This design comes from an exercise in tuning for small area on the open sky130 flow, not from production work.
The RTL was checked by simulation tests, not by an equivalence proof against the original design.
Power is estimated from default activity; no workload was simulated.

==> design/flow/design.v <==
module transmitter(clk, rst, d, row, col, action, tx, busy, cell_out);
input clk;
input rst;
input [7:0] d;
input row;
input [1:0] col;
input [2:0] action;
output tx;
output busy;
output [7:0] cell_out;
reg [7:0] M [0:7];
assign cell_out = M[{row, col}];
reg [3:0] slot;
reg [1:0] div;
reg       t_row;
reg [1:0] t_col;
reg [1:0] kind;    
localparam POST = 4'd0;
localparam IDLE = 4'd1;
localparam S0   = 4'd6;
wire [7:0] cur = M[{t_row, t_col}];
assign tx = slot[3] ? cur[slot[2:0]] : ~slot[2];
assign busy = (slot != IDLE);
wire last = (kind == 2'd0) |
            ((kind == 2'd1) & (t_col == 2'd3)) |
            ((kind == 2'd2) & t_row) |
            ((kind == 2'd3) & t_row & (t_col == 2'd3));
wire idle_like = (slot == IDLE) | ((slot == POST) & last);
wire start = (action >= 3'd2) && (action <= 3'd5);
integer i;
always @(posedge clk or posedge rst) begin
    if (rst) begin
        for (i = 0; i < 8; i = i + 1) M[i] <= 8'd0;
    end else if (idle_like && action == 3'd1) begin
        M[{row, col}] <= d;
    end
end
always @(posedge clk or posedge rst) begin
    if (rst) begin
        slot <= IDLE;
        div <= 2'd0;
    end else if (idle_like) begin
        div <= 2'd0;
        slot <= start ? S0 : IDLE;
    end else if (slot == POST) begin
        div <= 2'd0;
        slot <= S0;
    end else if (div == 2'd2) begin
        div <= 2'd0;
        slot <= slot + 4'd1;
    end else begin
        div <= div + 2'd1;
    end
end
always @(posedge clk) begin
    if (idle_like) begin
        if (start) begin
            kind <= action[1:0] + 2'd2;
            t_row <= (action == 3'd2 || action == 3'd3) ? row : 1'b0;
            t_col <= (action == 3'd2 || action == 3'd4) ? col : 2'd0;
        end
    end else if (slot == POST) begin
        if (kind[0]) begin
            t_col <= t_col + 2'd1;
            if (kind[1] && t_col == 2'd3) t_row <= ~t_row;
        end else begin
            t_row <= ~t_row;
        end
    end
end
endmodule
module receiver(clk, rst, row, col, action, rx, busy, cell_out);
input clk;
input rst;
input row;
input [1:0] col;
input [2:0] action;
input rx;
output busy;
output [7:0] cell_out;
reg [7:0] M [0:7];
assign cell_out = M[{row, col}];
reg [3:0] slot;
reg [1:0] div;
reg [7:0] shift;
reg [2:0] count;
reg       r_row;
reg [1:0] r_col;
reg [1:0] kind;    
localparam STOP = 4'd0;
localparam SAVE = 4'd1;
localparam POST = 4'd2;
localparam IDLE = 4'd3;
localparam D0   = 4'd8;
assign busy = (slot != IDLE);
wire last = (kind == 2'd0) |
            ((kind == 2'd1) & (count[2] | (count[1:0] == 2'd0))) |
            ((kind == 2'd2) & (count != 3'd1));
wire idle_like = (slot == IDLE) | ((slot == POST) & last);
integer i;
always @(posedge clk or posedge rst) begin
    if (rst) begin
        for (i = 0; i < 8; i = i + 1) M[i] <= 8'd0;
    end else if (slot == SAVE) begin
        M[{r_row, r_col}] <= shift;
    end
end
always @(posedge clk or posedge rst) begin
    if (rst) begin
        slot <= IDLE;
        div <= 2'd0;
        count <= 3'd0;
    end else begin
        if (slot == SAVE) count <= count + 3'd1;
        if (idle_like) begin
            if (!rx) begin
                slot <= D0;
                div <= 2'd3;
            end else begin
                slot <= IDLE;
            end
        end else if (slot == POST) begin
            slot <= D0;
            div <= 2'd3;
        end else if (slot == SAVE) begin
            slot <= POST;
        end else if (div == 2'd2) begin
            div <= 2'd0;
            slot <= (slot == STOP) ? SAVE : slot + 4'd1;
        end else begin
            div <= div + 2'd1;
        end
    end
end
always @(posedge clk) begin
    if (slot[3] && div == 2'd2) shift <= {rx, shift[7:1]};
end
always @(posedge clk) begin
    if (idle_like) begin
        if (!rx) begin
            r_row <= row;
            r_col <= col;
            kind <= (action == 3'd3) ? 2'd1 : (action == 3'd4) ? 2'd2 : 2'd0;
        end
    end else if (slot == POST) begin
        if (kind[0]) r_col <= r_col + 2'd1;
        else r_row <= ~r_row;
    end
end
endmodule
module main(clk, rst, d0, d1, d2, d3, d4, d5, d6, d7, row, col0, col1, action0, action1, action2, t_busy, r_busy, t_cell0, t_cell1, t_cell2, t_cell3, t_cell4, t_cell5, t_cell6, t_cell7, r_cell0, r_cell1, r_cell2, r_cell3, r_cell4, r_cell5, r_cell6, r_cell7);
input clk;
input rst;
input d0, d1, d2, d3, d4, d5, d6, d7;
input row;
input col0, col1;
input action0, action1, action2;
output t_busy, r_busy;
output t_cell0, t_cell1, t_cell2, t_cell3, t_cell4, t_cell5, t_cell6, t_cell7;
output r_cell0, r_cell1, r_cell2, r_cell3, r_cell4, r_cell5, r_cell6, r_cell7;
wire [7:0] d = {d7, d6, d5, d4, d3, d2, d1, d0};
wire [1:0] col = {col1, col0};
wire [2:0] action = {action2, action1, action0};
wire [7:0] t_cell, r_cell;
wire tx_line;
assign {t_cell7, t_cell6, t_cell5, t_cell4, t_cell3, t_cell2, t_cell1, t_cell0} = t_cell;
assign {r_cell7, r_cell6, r_cell5, r_cell4, r_cell3, r_cell2, r_cell1, r_cell0} = r_cell;
transmitter tx_inst(
    .clk(clk), .rst(rst), .d(d), .row(row), .col(col), .action(action),
    .tx(tx_line), .busy(t_busy), .cell_out(t_cell)
);
receiver rx_inst(
    .clk(clk), .rst(rst), .row(row), .col(col), .action(action),
    .rx(tx_line), .busy(r_busy), .cell_out(r_cell)
);
endmodule
==> design/flow/run.sh <==
#!/bin/bash
# synth_recipe.tcl (not shown) runs the flow's synth.tcl, then flattens the netlist and writes it again
# the make line also repeats each setting of config.mk as NAME=value (left out here)
make -C /OpenROAD-flow-scripts/flow DESIGN_CONFIG=/design/flow/config.mk WORK_HOME=/design/flow/orfs CLKGATE_MAP_FILE= SYNTH_SCRIPT=/design/flow/synth_recipe.tcl finish
==> design/flow/config.mk <==
export PLATFORM = sky130hd
export DESIGN_NAME = main
export DESIGN_NICKNAME = main
export VERILOG_FILES = /design/flow/design.v
export SDC_FILE = /design/flow/constraint.sdc
export NUM_CORES = 4
export LEC_CHECK = 0
export CAP_MARGIN = 20
export CORE_MARGIN = 2
export CORE_UTILIZATION = 40
export SLEW_MARGIN = 20
==> design/flow/constraint.sdc <==
create_clock -name core_clock -period 8.0 [get_ports {clk}]
set_input_delay 1.6000 -clock core_clock [delete_from_list [all_inputs] [get_ports {clk}]]
set_output_delay 1.6000 -clock core_clock [all_outputs]
set_load 0.01 [all_outputs]
==> flow_summary.ini, run 1 <==
[grt]
antenna_found_initial = 0
grt.overflow.total = 0
grt_pass1_vias = 6031
grt_pass1_wl_mm = 33.4
grt.total_usage_pct = 19.8
grt_max_degree = 86

[clock_network]
postCtsHoldBufs = 0
root_buffer = clkbuf_16
cts_setup_buffers = 0
htree_levels = 4
clock_sinks = 161
post_cts_resized = 0
clkSlewWorstSetupHoldPaths_ns = 0.06
cts_tree = yes
cts_inserted_buffers = 17
clock_latency_ns = 0.43
clockBufferDepth = 2

[floorplanning]
core_region_area_mm2 = 0.0202
die_width_um = 147
dieArea_mm2 = 0.0216
start_util_pct = 40.5
pin_count = 34
rows = 52
fp.dieH_um = 147

[timing]
slew_viol_final = 0
fin_crit_sh_pct = 68.2
skew_ns = 0.00666
rsz0062_at_grt = false
tightest_slew_ns = 1.06
setup-violations-final = 0
hold_viol = 0
timing.fmax_mhz = 183
min_period_ns = 5.46
fin_tns_setup_ns = 0
relSlewSlack_pct = 29.5
finalWorstSetupSlack_ns = 2.54

[setup_path]
worst_path_most_repeated_cell = nor2_1
slowest_delay_ns = 0.75
cp_num_buf_inv = 2
crit_slowest_cell = nand2_1
crit_family = simple AND/OR/NAND/NOR gates
cp.arrival_ns = 3.86
cp-start-kind = input pin
end_kind = output port
worstPathMaxFanout = 27
cp_cell_sequence = buf_2 > nor2_1 > nand2_1 > nor2_1 > nor2_1 > clkdlybuf4s50_1
worstPathRequired_ns = 6.40
crit_type = in2out
critPathLaunch = col0
timing.rr.start = tx_inst.t_col[0]

[synth]
synth_top_family_by_area = multiplexers
yosys.area.top_type = dfrtp_1
syn-num-nets = 716
synth_warnings = 4
ys_seq_area_share_pct = 50.4
synth_adder_area_share_pct = 2.30
synthCells = 685
avgSynthCellArea_um2 = 11.9
synthXorXnorAreaFrac_pct = 0.429
synthesis.area_mm2 = 0.00818
ys_top_cells_by_count = 140 x dfrtp_1, 124 x mux2_2, 62 x nor2_1
synthArstFlopShare_pct = 88.8
synth-simple-area-share_pct = 9.31
synth-compound-area-share_pct = 11.0
ys_types = 56
ys_top_cells_by_area = dfrtp_1 43%, mux2_2 17%, edfxtp_1 6.6%, nor2_1 2.8%, mux2i_1 2.7%
synth.mux.area_fraction_pct = 23.4
yosys.area.top_type_share_pct = 42.9
synthFlopType = dfrtp_1
ys_seq_elements = 161
yosysMostFrequentCell = dfrtp_1
synth_edf_count = 18

[finish]
nFillCells = 1865
nets = 735
final_area_mm2 = 0.00923
antenna_cells = 0
drive_gt1_share_pct = 26.1
syn2layout_area_growth_pct = 12.9

[route]
drt_iter0_drc = 550
wirelength_mm = 20.4
drc_errors = 0
drt_pass1_iterations = 5
final_antenna_net_count = 0
vias_per_cell = 5.86
vias = 5781
wl_per_cell_um = 20.7

[place]
placed_cell_area_mm2 = 0.00869
routabilityCongestion = 0.842
port_buffers = 33
post-place-ws_ns = 2.58
dpl.hpwl_mm = 13.2

[run_status]
outcome = no timing/DRC/antenna violations

[run]
maxCapViolCount = 0

[power_and_ir_drop]
leakage_uw = 0.00415
ir_drop_mv = 0.160
power_density_mw_per_mm2 = 240

[hold_path]
hp-start = tx_inst.div[0]
worstHoldPathType = reg2reg
[cell usage in the layout, fill, tap and decap left out, types with 4 or more instances in the layout]
master and n:
buf_4 4, mux2_4 8, nor3_1 5, a222oi_1 7
o21ai_0 11, a31oi_1 6, and2_1 4, mux2_2 124
a22oi_1 9, o22ai_1 4, inv_1 20, dfrtp_1 140
clkdlybuf4s50_1 30, nand2_1 41, ha_1 15, nand2b_1 12
mux2i_1 22, a21oi_1 33, nand3_1 17, a221oi_1 14
clkbuf_16 17, edfxtp_1 18, clkinv_2 6, a211oi_1 12
mux4_2 8, nor2_1 62, xnor2_1 4
[path summary, 6_finish.rpt]
check	end	slack [ns]	depth (start not counted)
worst max register to register	tx_inst.M[7][4]	4.32	7
max in group asynchronous	rx_inst.slot[2]	5.02	3
worst min register to register	tx_inst.div[0]	0.47	1
worst min-delay path	tx_inst.div[0]	0.47	1
worst max-delay path	t_cell6	2.54	6
min in group asynchronous	tx_inst.M[2][5]	1.70	2
[layer usage]
metal | vias up | GRT usage, % | wire [µm]
met1 | 2988 | 27.8 | 9450
met3 | 33 | 3.54 | 1050
met2 | 193 | 31.1 | 9510
met4 | 0 | 7.07 | 411
li1 | 2567 | - | -
met5 | - | 0 | 0
[registers in the layout, summed over array words and instances, names as in the netlist]
signal and cells:
tx_inst.t_row 1, rx_inst.r_col 2, rx_inst.slot 4, tx_inst.kind 2, tx_inst.slot 4, rx_inst.div 2, rx_inst.M 64, tx_inst.t_col 2
tx_inst.div 2, rx_inst.shift 8, rx_inst.r_row 1, rx_inst.kind 2, rx_inst.count 3, tx_inst.M 64
[cells by family after synthesis]
group                      Yosys count
DFF                                161
adders and majority gates           15
buffers and inverters               58
muxes                              162
xor gates and xnor gates             4
AOI/OAI and AO/OA                  124
and+or+nand+nor                    161
[power breakdown]
group	leakage [µW]	internal (µW)	switching [µW]	total (µW)
sequential	0.00207	927	107	1030
combinational	0.00181	178	237	416
clock	0.000267	433	329	762
[per-stage QoR]
| stage | cells | power, µW | hold slack (ns) | util (%) |
|---|---|---|---|---|
| 6_report | 987 | 2210 | 0.468 | 45.7 |
| 5_1_grt | 987 | 2320 | 0.498 | 45.7 |
| 4_1_cts | 987 | 2220 | 0.474 | 45.7 |
| 3_5_place_dp | 955 | 1460 | 0.460 | 43.1 |
| 3_3_place_gp | 955 | 1440 | 0.455 | 43.1 |
| 2_1_floorplan | 685 | 1320 | 0.437 | - |
[area by class of cell]
cell class              instances  area, µm²  share of cell area (%)
clock buffers                  21        450                    4.88
clock inverters                11       90.1                   0.976
inverters                      21       83.8                   0.909
multi-input cells             466       3800                    41.1
flip-flops and latches        161       4120                    44.7
well taps                     270        338                    3.66
repair buffers                 37        345                    3.74
==> run 2: changes to the inputs <==
--- a/design/flow/design.v
+++ b/design/flow/design.v
@@ -9,7 +9,7 @@
 output busy;
 output [7:0] cell_out;
 reg [7:0] M [0:7];
-assign cell_out = M[{row, col}];
+reg [7:0] valid;
 reg [3:0] slot;
 reg [1:0] div;
 reg       t_row;
@@ -18,8 +18,23 @@
 localparam POST = 4'd0;
 localparam IDLE = 4'd1;
 localparam S0   = 4'd6;
-wire [7:0] cur = M[{t_row, t_col}];
-assign tx = slot[3] ? cur[slot[2:0]] : ~slot[2];
+wire [7:0] sel  = 8'd1 << {row, col};
+wire [7:0] tsel = 8'd1 << {t_row, t_col};
+wire [7:0] bsel = 8'd1 << slot[2:0];
+reg [7:0] cell_or;
+reg       tx_or;
+integer c, b;
+always @(*) begin
+    cell_or = 8'd0;
+    tx_or = 1'b0;
+    for (c = 0; c < 8; c = c + 1) begin
+        cell_or = cell_or | ({8{sel[c] & valid[c]}} & M[c]);
+        for (b = 0; b < 8; b = b + 1)
+            tx_or = tx_or | (tsel[c] & valid[c] & bsel[b] & M[c][b]);
+    end
+end
+assign cell_out = cell_or;
+assign tx = slot[3] ? tx_or : ~slot[2];
 assign busy = (slot != IDLE);
 wire last = (kind == 2'd0) |
             ((kind == 2'd1) & (t_col == 2'd3)) |
@@ -27,13 +42,15 @@
             ((kind == 2'd3) & t_row & (t_col == 2'd3));
 wire idle_like = (slot == IDLE) | ((slot == POST) & last);
 wire start = (action >= 3'd2) && (action <= 3'd5);
+wire write = idle_like && action == 3'd1;
 integer i;
-always @(posedge clk or posedge rst) begin
-    if (rst) begin
-        for (i = 0; i < 8; i = i + 1) M[i] <= 8'd0;
-    end else if (idle_like && action == 3'd1) begin
-        M[{row, col}] <= d;
-    end
+always @(posedge clk) begin
+    for (i = 0; i < 8; i = i + 1)
+        if (write && sel[i]) M[i] <= d;
+end
+always @(posedge clk or posedge rst) begin
+    if (rst) valid <= 8'd0;
+    else if (write) valid <= valid | sel;
 end
 always @(posedge clk or posedge rst) begin
     if (rst) begin
@@ -79,7 +96,7 @@
 output busy;
 output [7:0] cell_out;
 reg [7:0] M [0:7];
-assign cell_out = M[{row, col}];
+reg [7:0] valid;
 reg [3:0] slot;
 reg [1:0] div;
 reg [7:0] shift;
@@ -92,18 +109,30 @@
 localparam POST = 4'd2;
 localparam IDLE = 4'd3;
 localparam D0   = 4'd8;
+wire [7:0] sel  = 8'd1 << {row, col};
+wire [7:0] wsel = 8'd1 << {r_row, r_col};
+reg [7:0] cell_or;
+integer c;
+always @(*) begin
+    cell_or = 8'd0;
+    for (c = 0; c < 8; c = c + 1)
+        cell_or = cell_or | ({8{sel[c] & valid[c]}} & M[c]);
+end
+assign cell_out = cell_or;
 assign busy = (slot != IDLE);
 wire last = (kind == 2'd0) |
             ((kind == 2'd1) & (count[2] | (count[1:0] == 2'd0))) |
             ((kind == 2'd2) & (count != 3'd1));
 wire idle_like = (slot == IDLE) | ((slot == POST) & last);
+wire save = (slot == SAVE);
 integer i;
-always @(posedge clk or posedge rst) begin
-    if (rst) begin
-        for (i = 0; i < 8; i = i + 1) M[i] <= 8'd0;
-    end else if (slot == SAVE) begin
-        M[{r_row, r_col}] <= shift;
-    end
+always @(posedge clk) begin
+    for (i = 0; i < 8; i = i + 1)
+        if (save && wsel[i]) M[i] <= shift;
+end
+always @(posedge clk or posedge rst) begin
+    if (rst) valid <= 8'd0;
+    else if (save) valid <= valid | wsel;
 end
 always @(posedge clk or posedge rst) begin
     if (rst) begin
@@ -111,7 +140,7 @@
         div <= 2'd0;
         count <= 3'd0;
     end else begin
-        if (slot == SAVE) count <= count + 3'd1;
+        if (save) count <= count + 3'd1;
         if (idle_like) begin
             if (!rx) begin
                 slot <= D0;
@@ -122,7 +151,7 @@
         end else if (slot == POST) begin
             slot <= D0;
             div <= 2'd3;
-        end else if (slot == SAVE) begin
+        end else if (save) begin
             slot <= POST;
         end else if (div == 2'd2) begin
             div <= 2'd0;
==> run 2 against run 1 <==
Via count is 17% lower. Non-clock buffer count up 4. Combinational power is 9.1% higher. Critical path depth is the same. Wire length shrank 12%. Clock-buffer cell count down 4. Synthesized cell count is 22% lower. Area after synthesis fell by 8.3%. First-iteration DRC count is 4.5% higher. Hold slack worse by 0.0057 ns. Core utilization grew 0.80 points. Die area down 8.1%. Largest cell class unchanged. Largest power group unchanged.
==> flow_summary.ini, run 2 <==
[finish]
top_regs = rx_inst.M: 64 flops, tx_inst.M: 64 flops
nets = 595
nFillCells = 1631
multi_input_area_mm2 = 0.00213
regArea_mm2 = 0.00516
final_area_mm2 = 0.00862
antenna_cells = 0
syn2layout_area_growth_pct = 15.0
finish.utilization_pct = 46.5
layout_common_cells = 146 x edfxtp_1, 36 x a22oi_1, 33 x nand2_1, 33 x clkdlybuf4s50_1
mostFrequentLayoutCell = edfxtp_1
drive_gt1_share_pct = 11.2

[timing]
setup-violations-final = 0
tightest_slew_ns = 1.08
slew_viol_final = 0
relSlewSlack_pct = 27.9
timing.fmax_mhz = 172
hold_viol = 0
skew_ns = 0.0110
fin_tns_setup_ns = 0
min_period_ns = 5.80
rsz0062_at_grt = false
fin_crit_sh_pct = 72.5

[clock_network]
clock_latency_ns = 0.43
cts_inserted_buffers = 17
cts_setup_buffers = 0
htree_levels = 4
clkSlewWorstSetupHoldPaths_ns = 0.06
post_cts_resized = 0
root_buffer = clkbuf_16
postCtsHoldBufs = 0
clockBufferDepth = 2
cts_tree = yes
clock_sinks = 177

[grt]
grt_pass1_vias = 4789
antenna_found_initial = 0
grt_pass1_wl_mm = 27.9
grt.overflow.total = 0
grt.total_usage_pct = 18.8
grt_max_degree = 32

[setup_path]
r2r_cells = 5
worstPathRequired_ns = 6.40
crit_type = in2out
end_kind = output port
timing.rr.start = tx_inst.slot[0]
r2r-end = tx_inst.M[2][4]
cp.arrival_ns = 4.20
worstPathMaxFanout = 16
cp-start-kind = input pin
r2r_slack_ns = 4.44

[floorplanning]
start_util_pct = 40.5
dieArea_mm2 = 0.0199
pin_count = 34
fp.dieH_um = 141
core_region_area_mm2 = 0.0185
die_width_um = 141
rows = 50

[power_and_ir_drop]
power_frac_clock_pct = 33.4
leakage_uw = 0.00307
ir_drop_mv = 0.154
p_int_uw = 1740
swShare_pct = 29.4
p_comb_share_pct = 18.5
p_switching_uw = 725
p_seq_share_pct = 48.1
power_density_mw_per_mm2 = 286

[synth]
yosys.area.top_type = edfxtp_1
ys_top_cells_by_count = 146 x edfxtp_1, 36 x a22oi_1, 33 x nand2_1
yosysMostFrequentCell = edfxtp_1
ys_seq_area_share_pct = 68.9
ys_types = 56
avgSynthCellArea_um2 = 14.1
synth_edf_count = 146
synthFlopType = edfxtp_1
ys_seq_elements = 177
synthArstFlopShare_pct = 17.5
ys_top_cells_by_area = edfxtp_1 58%, dfrtp_1 9.3%, a222oi_1 4.3%, a22oi_1 3.6%, ha_1 3.0%
synthCells = 531
syn-num-nets = 565
yosys.area.top_type_share_pct = 58.5
synth_warnings = 4
synthesis.area_mm2 = 0.00750

[route]
wirelength_mm = 18.0
drt_iter0_drc = 575
drt_pass1_iterations = 6
vias_per_cell = 5.98
vias = 4822
wl_per_cell_um = 22.4
final_antenna_net_count = 0
drc_errors = 0

[place]
placed_cell_area_mm2 = 0.00804
dpl.hpwl_mm = 11.9
routabilityCongestion = 0.865
port_buffers = 33

[hold_path]
worstHoldPathType = reg2reg
hp-start = rx_inst.valid[5]
holdPathEnd = rx_inst.valid[5]
min_path_cells = 1

[run]
maxCapViolCount = 0

[run_status]
outcome = no timing/DRC/antenna violations
## run 2: area by class of cell
| type | instances | area share (%) |
|---|---|---|
| sequential | 177 | 59.9 |
| multi-input combinational | 308 | 24.7 |
| clock buffer | 17 | 4.94 |
| timing repair buffer | 41 | 4.53 |
| tap | 234 | 3.40 |
| clock inverter | 14 | 1.79 |
| inverter | 16 | 0.697 |
## run 2: metal layers
metal / up-vias / part of all wire (%) / track usage (%)
li1: 2158 / - / -
met4: 0 / 1.5 / 7.47
met3: 21 / 7.6 / 4.52
met2: 236 / 48 / 29.1
met5: - / 0 / 0
met1: 2407 / 43 / 25.9
## run 2: worst max path at each step
| stage | start | end | slack (ns) | cells past startpoint |
|---|---|---|---|---|
| after global routing | row | t_cell4 | 2.11 | 6 |
| after detailed placement | row | r_cell2 | 2.31 | 6 |
| after CTS | row | t_cell4 | 2.26 | 6 |
| final | row | t_cell4 | 2.20 | 6 |
| after floorplan | col0 | t_cell0 | 3.54 | 5 |
| after global placement | row | r_cell6 | 2.37 | 6 |
## run 2: cell families (layout without fill, tap and decap cells)
family / count (synthesis) / count (layout) / share of synthesized area [%]
AO/OA/AOI/OAI: 126 / 126 / 13.4
XOR/XNOR: 5 / 5 / 0.584
adder cells (fa/ha/maj): 18 / 18 / 3.00
buffers and inverters: 46 / 88 / 2.75
flip-flops: 177 / 177 / 68.9
multiplexers: 3 / 3 / 0.484
AND/OR/NAND/NOR: 156 / 156 / 10.9
## run 2: stage by stage
stage | hold WS (ns) | std cells | power, µW | worst slack [ns]
2_1_floorplan | 0.430 | 531 | 1520 | 3.54
3_3_place_gp | 0.444 | 776 | 1630 | 2.37
3_5_place_dp | 0.446 | 776 | 1650 | 2.31
4_1_cts | 0.462 | 807 | 2470 | 2.26
5_1_grt | 0.480 | 807 | 2580 | 2.11
6_report | 0.463 | 807 | 2460 | 2.20
## run 2: power groups by stage
stage / Combinational, µW / Sequential (µW) / Clock [µW]
2_1_floorplan: 367 / 1160 / 0
3_3_place_gp: 436 / 1200 / 0
3_5_place_dp: 447 / 1200 / 0
4_1_cts: 449 / 1180 / 834
5_1_grt: 503 / 1200 / 875
6_report: 454 / 1180 / 822
## run 2: worst max-delay path: stages
cell and delay (ns):
clkdlybuf4s50_1 0.88, nor2b_1 0.30, and3b_1 0.50, a22oi_1 0.19, nand3_1 0.17, clkdlybuf4s50_1 0.56

==> afterwards: timing with drivers on the ports <==
No port has a modelled driver above. Below, the same layouts with a new extraction and two added sets of constraints.
Step 1, drivers: a clkbuf_16 drives clk and a buf_2 each remaining input, both assumed.
Step 2 also shifts input and output timing later by t, the mid clock arrival at the registers, as if the neighbouring blocks saw the same clock.
Slacks: ideal / step 1 / step 2; pairs: ideal / step 1.
run	t, ns	slack for setup (ns)	slew at the worst register clock pin (ns)
run 1	0.466	2.542 / 2.511 / 2.511	0.06 / 0.06
run 2	0.468	2.197 / 2.171 / 2.171	0.07 / 0.07
After both steps setup and hold are still met in every run listed. The setup slack of run 1, which loses most, moves by -0.031 ns with the drivers and by -0.031 ns with both steps.
